Context: an optimization exercise on an open-source flow, tuned for small area, a short achievable clock period and few clock cycles. The choices shown serve that exercise and are no tape-out recipe. At most, simulation tests tie the RTL to the original design; equivalence was not proved.

== old ==
## calc_ops
module calc_ops (
    input           clk,
    input           rst,
    input  [47:0]   add_a,
    input           add_empty,
    output          add_rden,
    output [47:0]   add_c,
    output          add_wren,
    input  [47:0]   shl_a,
    input           shl_empty,
    output          shl_rden,
    output [47:0]   shl_c,
    output          shl_wren,
    input  [47:0]   mul_a,
    input           mul_empty,
    output          mul_rden,
    output [47:0]   mul_c,
    output          mul_wren
);
Size: ~300 flip-flops, roughly 27000 µm² of cells after synthesis.
clock: 11.0 ns
lec_check: 0
cap_margin: 20
core_margin: 2
core_utilization: 40
cts_buf_list: sky130_fd_sc_hd__clkbuf_8
slew_margin: 20
tns_end_percent: 0
standard.sh (not shown) runs the stock make flow with config.mk's settings and CLKGATE_MAP_FILE= SYNTH_SCRIPT=/design/flow/synth_recipe.tcl, a recipe that flattens the netlist after the stock synthesis.
==> flow/flow/run.sh <==
#!/bin/bash
# Own layout flow: the standard ORFS flow, with the port buffers made of
# sky130_fd_sc_hd__buf_1 and timing repair aimed below the clock period (the
# SDC and the clock period are unchanged).  make's full output goes to
# flow_make.log; ORFS keeps each step's log under orfs/logs.
set -euo pipefail
MARGIN=${MARGIN:-8.0}
bash standard.sh \
  "BUFFER_PORTS_ARGS=-buffer_cell sky130_fd_sc_hd__buf_1" \
  "SETUP_SLACK_MARGIN=$MARGIN" \
  finish > flow_make.log 2>&1
Relative to old, the following input files were edited for new:
--- a/flow/design.v
+++ b/flow/design.v
@@ -10,43 +10,40 @@
     input  [47:0] a,
     input  [5:0]  b,
     output [47:0] c
 );
     assign c = a << b;
 endmodule
 module mul (
     input  [47:0] x,         
-    input  [14:0] bd,        
-    input         it0,       
+    input  [11:0] bd,        
     input         negp,      
     input  [51:0] s,
     input  [51:0] c,
     output [51:0] s_n,       
     output [51:0] c_n,
     output [7:0]  sb,        
     output [7:0]  cb,
     output        negp_n
 );
     function [49:0] brow(input [2:0] e, input [47:0] xx);
         brow = {~e[2], ({49{e[0]}} & {1'b0, xx} | {49{e[1]}} & {xx, 1'b0}) ^ {49{e[2]}}};
     endfunction
-    wire [2:0] e0 = bd[2:0];
-    wire [2:0] e1 = bd[5:3];
-    wire [2:0] e2 = bd[8:6];
-    wire [2:0] e3 = bd[11:9];
-    wire [2:0] e4 = bd[14:12];
-    wire [49:0] r0 = brow(e0, x);
+    wire [2:0] e1 = bd[2:0];
+    wire [2:0] e2 = bd[5:3];
+    wire [2:0] e3 = bd[8:6];
+    wire [2:0] e4 = bd[11:9];
     wire [49:0] r1 = brow(e1, x);
     wire [49:0] r2 = brow(e2, x);
     wire [49:0] r3 = brow(e3, x);
     wire [49:0] r4 = brow(e4, x);
-    wire [51:0] a_s = it0 ? {2'b00, r0} : s;
-    wire [51:0] b_s = c;        
-    wire nb0 = it0 ? e0[2] : negp;
+    wire [51:0] a_s = s;
+    wire [51:0] b_s = c;
+    wire nb0 = negp;
     wire n1 = e1[2];
     wire n2 = e2[2];
     wire n3 = e3[2];
     assign negp_n = e4[2];
     wire hs0;
     wire hc0;
     wire hs1;
     wire hc1;
@@ -950,38 +947,37 @@
 assign mul_wren = wren[2];
 wire [47:0] a_sel = ({48{cur[0]}} & add_a) | ({48{cur[1]}} & shl_a) | ({48{cur[2]}} & mul_a);
 reg  [47:0] x;           
 reg  [47:0] y;           
 reg  [51:0] s, c;        
 reg  [7:0]  sb, cb;      
 reg         cy;          
 reg         negp;
-reg  [14:0] bd;          
+reg  [11:0] bd;          
 reg         it0;         
 reg         sel_sh;      
 reg         sel_lo;      
 reg         sel_sum;     
 reg  [47:0] acc;         
 function [2:0] benc(input y2, input y1, input y0);
     benc = {y2 & ~(y1 & y0),
             (y2 & ~y1 & ~y0) | (~y2 & y1 & y0),
             y1 ^ y0};
 endfunction
-function [14:0] bdig(input [9:0] v);
+function [11:0] bdig(input [9:0] v);
     bdig = {benc(v[9], v[8], v[7]), benc(v[7], v[6], v[5]), benc(v[5], v[4], v[3]),
-            benc(v[3], v[2], v[1]), benc(v[1], v[0], 1'b0)};
+            benc(v[3], v[2], v[1])};
 endfunction
 wire [51:0] s_n, c_n;
 wire [7:0]  sb_n, cb_n;
 wire        negp_n;
 mul u_mul (
     .x      (x),
     .bd     (bd),
-    .it0    (it0),
     .negp   (negp),
     .s      (s),
     .c      (c),
     .s_n    (s_n),
     .c_n    (c_n),
     .sb     (sb_n),
     .cb     (cb_n),
     .negp_n (negp_n)
@@ -1002,31 +998,33 @@
 );
 wire shl_big = (|a_sel[47:6]) | (a_sel[5] & a_sel[4]);    
 always @(posedge clk) begin
     if (st_capx)
         x <= a_sel;
     if (st_capy) begin
         y  <= a_sel;
         bd <= bdig(a_sel[9:0]);
-        s  <= {4'd0, a_sel};
-        c  <= cur[2] ? (52'd3 << 49) : {4'd0, x};
+        s  <= cur[2] ? {4'd0, x & {48{a_sel[0]}}} : {4'd0, a_sel};
+        c  <= cur[2] ? {~a_sel[1], a_sel[1], a_sel[1], ~x & {48{a_sel[1]}}, a_sel[1]}
+                     : {4'd0, x};
+        negp <= a_sel[1];
         sb <= 8'd0;
         cb <= 8'd0;
         cy <= 1'b0;
     end else begin
         y  <= {it0 ? 8'd0 : lo_byte[7:0], y[47:8]};
         bd <= bdig(y[17:8]);
         s  <= s_n;
         c  <= c_n;
         sb <= sb_n;
         cb <= cb_n;
         cy <= it0 ? 1'b0 : lo_byte[8];
+        negp <= negp_n;
     end
-    negp   <= negp_n;
     it0    <= st_capy;
     sel_sh  <= st_capy & cur[1] & ~shl_big;
     sel_lo  <= st_hi;
     sel_sum <= ~(st_capy & cur[1]) & ~st_hi;
     acc <= ({48{sel_lo}} & y) | ({48{sel_sh}} & shl_res) | ({48{sel_sum}} & sum[55:8]);
 end
 assign add_c = acc;
 assign shl_c = acc;
new: total routed wirelength about 3% above old
From old to new the numbers moved as follows: post-route fraction of the period consumed by the critical path stayed essentially flat; sequential share of cell area rose by 1.3 points.
new reports a lower synthesized netlist net count than old does.
The lower relative area change from synthesis to final layout of old and new is in new.
Looking at capture point of the worst path, the c[14] result is from new; the acc[47] one comes from old.
Going from old to new, maximum fanout encountered on the critical timing path rose 40, total standard cell area after synthesis fell 1100 µm².
Summary: with old as the reference, count of plain and timing-repair buffers in new moved down by a few percent.
Going from old to new, worst hold slack dropped 31 ps, area of the core region dropped 4.2%, clock skew dropped 11 ps.
Testbench counts of new, summed over its fixed seeds: cycles 13,821.
Only the layout flow was run in old; the RTL was not checked for function there.

[re-timing with driven ports]
The results above use ideal ports. As a check the final layouts listed here were re-extracted and re-timed, cells and wires unchanged. Step 1 (the two cells are an assumption about what drives the block):
set clk [get_ports {clk}]
set_driving_cell -lib_cell sky130_fd_sc_hd__clkbuf_16 $clk
set_driving_cell -lib_cell sky130_fd_sc_hd__buf_2 [delete_from_list [all_inputs] $clk]
Step 2 also shifts input and output timing later by t, the mid clock arrival at the registers, as if the neighbouring blocks saw the same clock. a / b / c = no drivers / after step 1 / after step 2; a / b = the first two.
run	t, ns	setup WS [ns]	worst data-port slew with drivers (ns)
old	0.742	7.543 / 7.535 / 6.939	0.08
new	0.748	7.537 / 7.475 / 6.887	0.16
After both steps setup and hold are still met in every run listed. The setup slack of new, which loses most, moves by -0.062 ns with the drivers and by -0.650 ns with both steps.
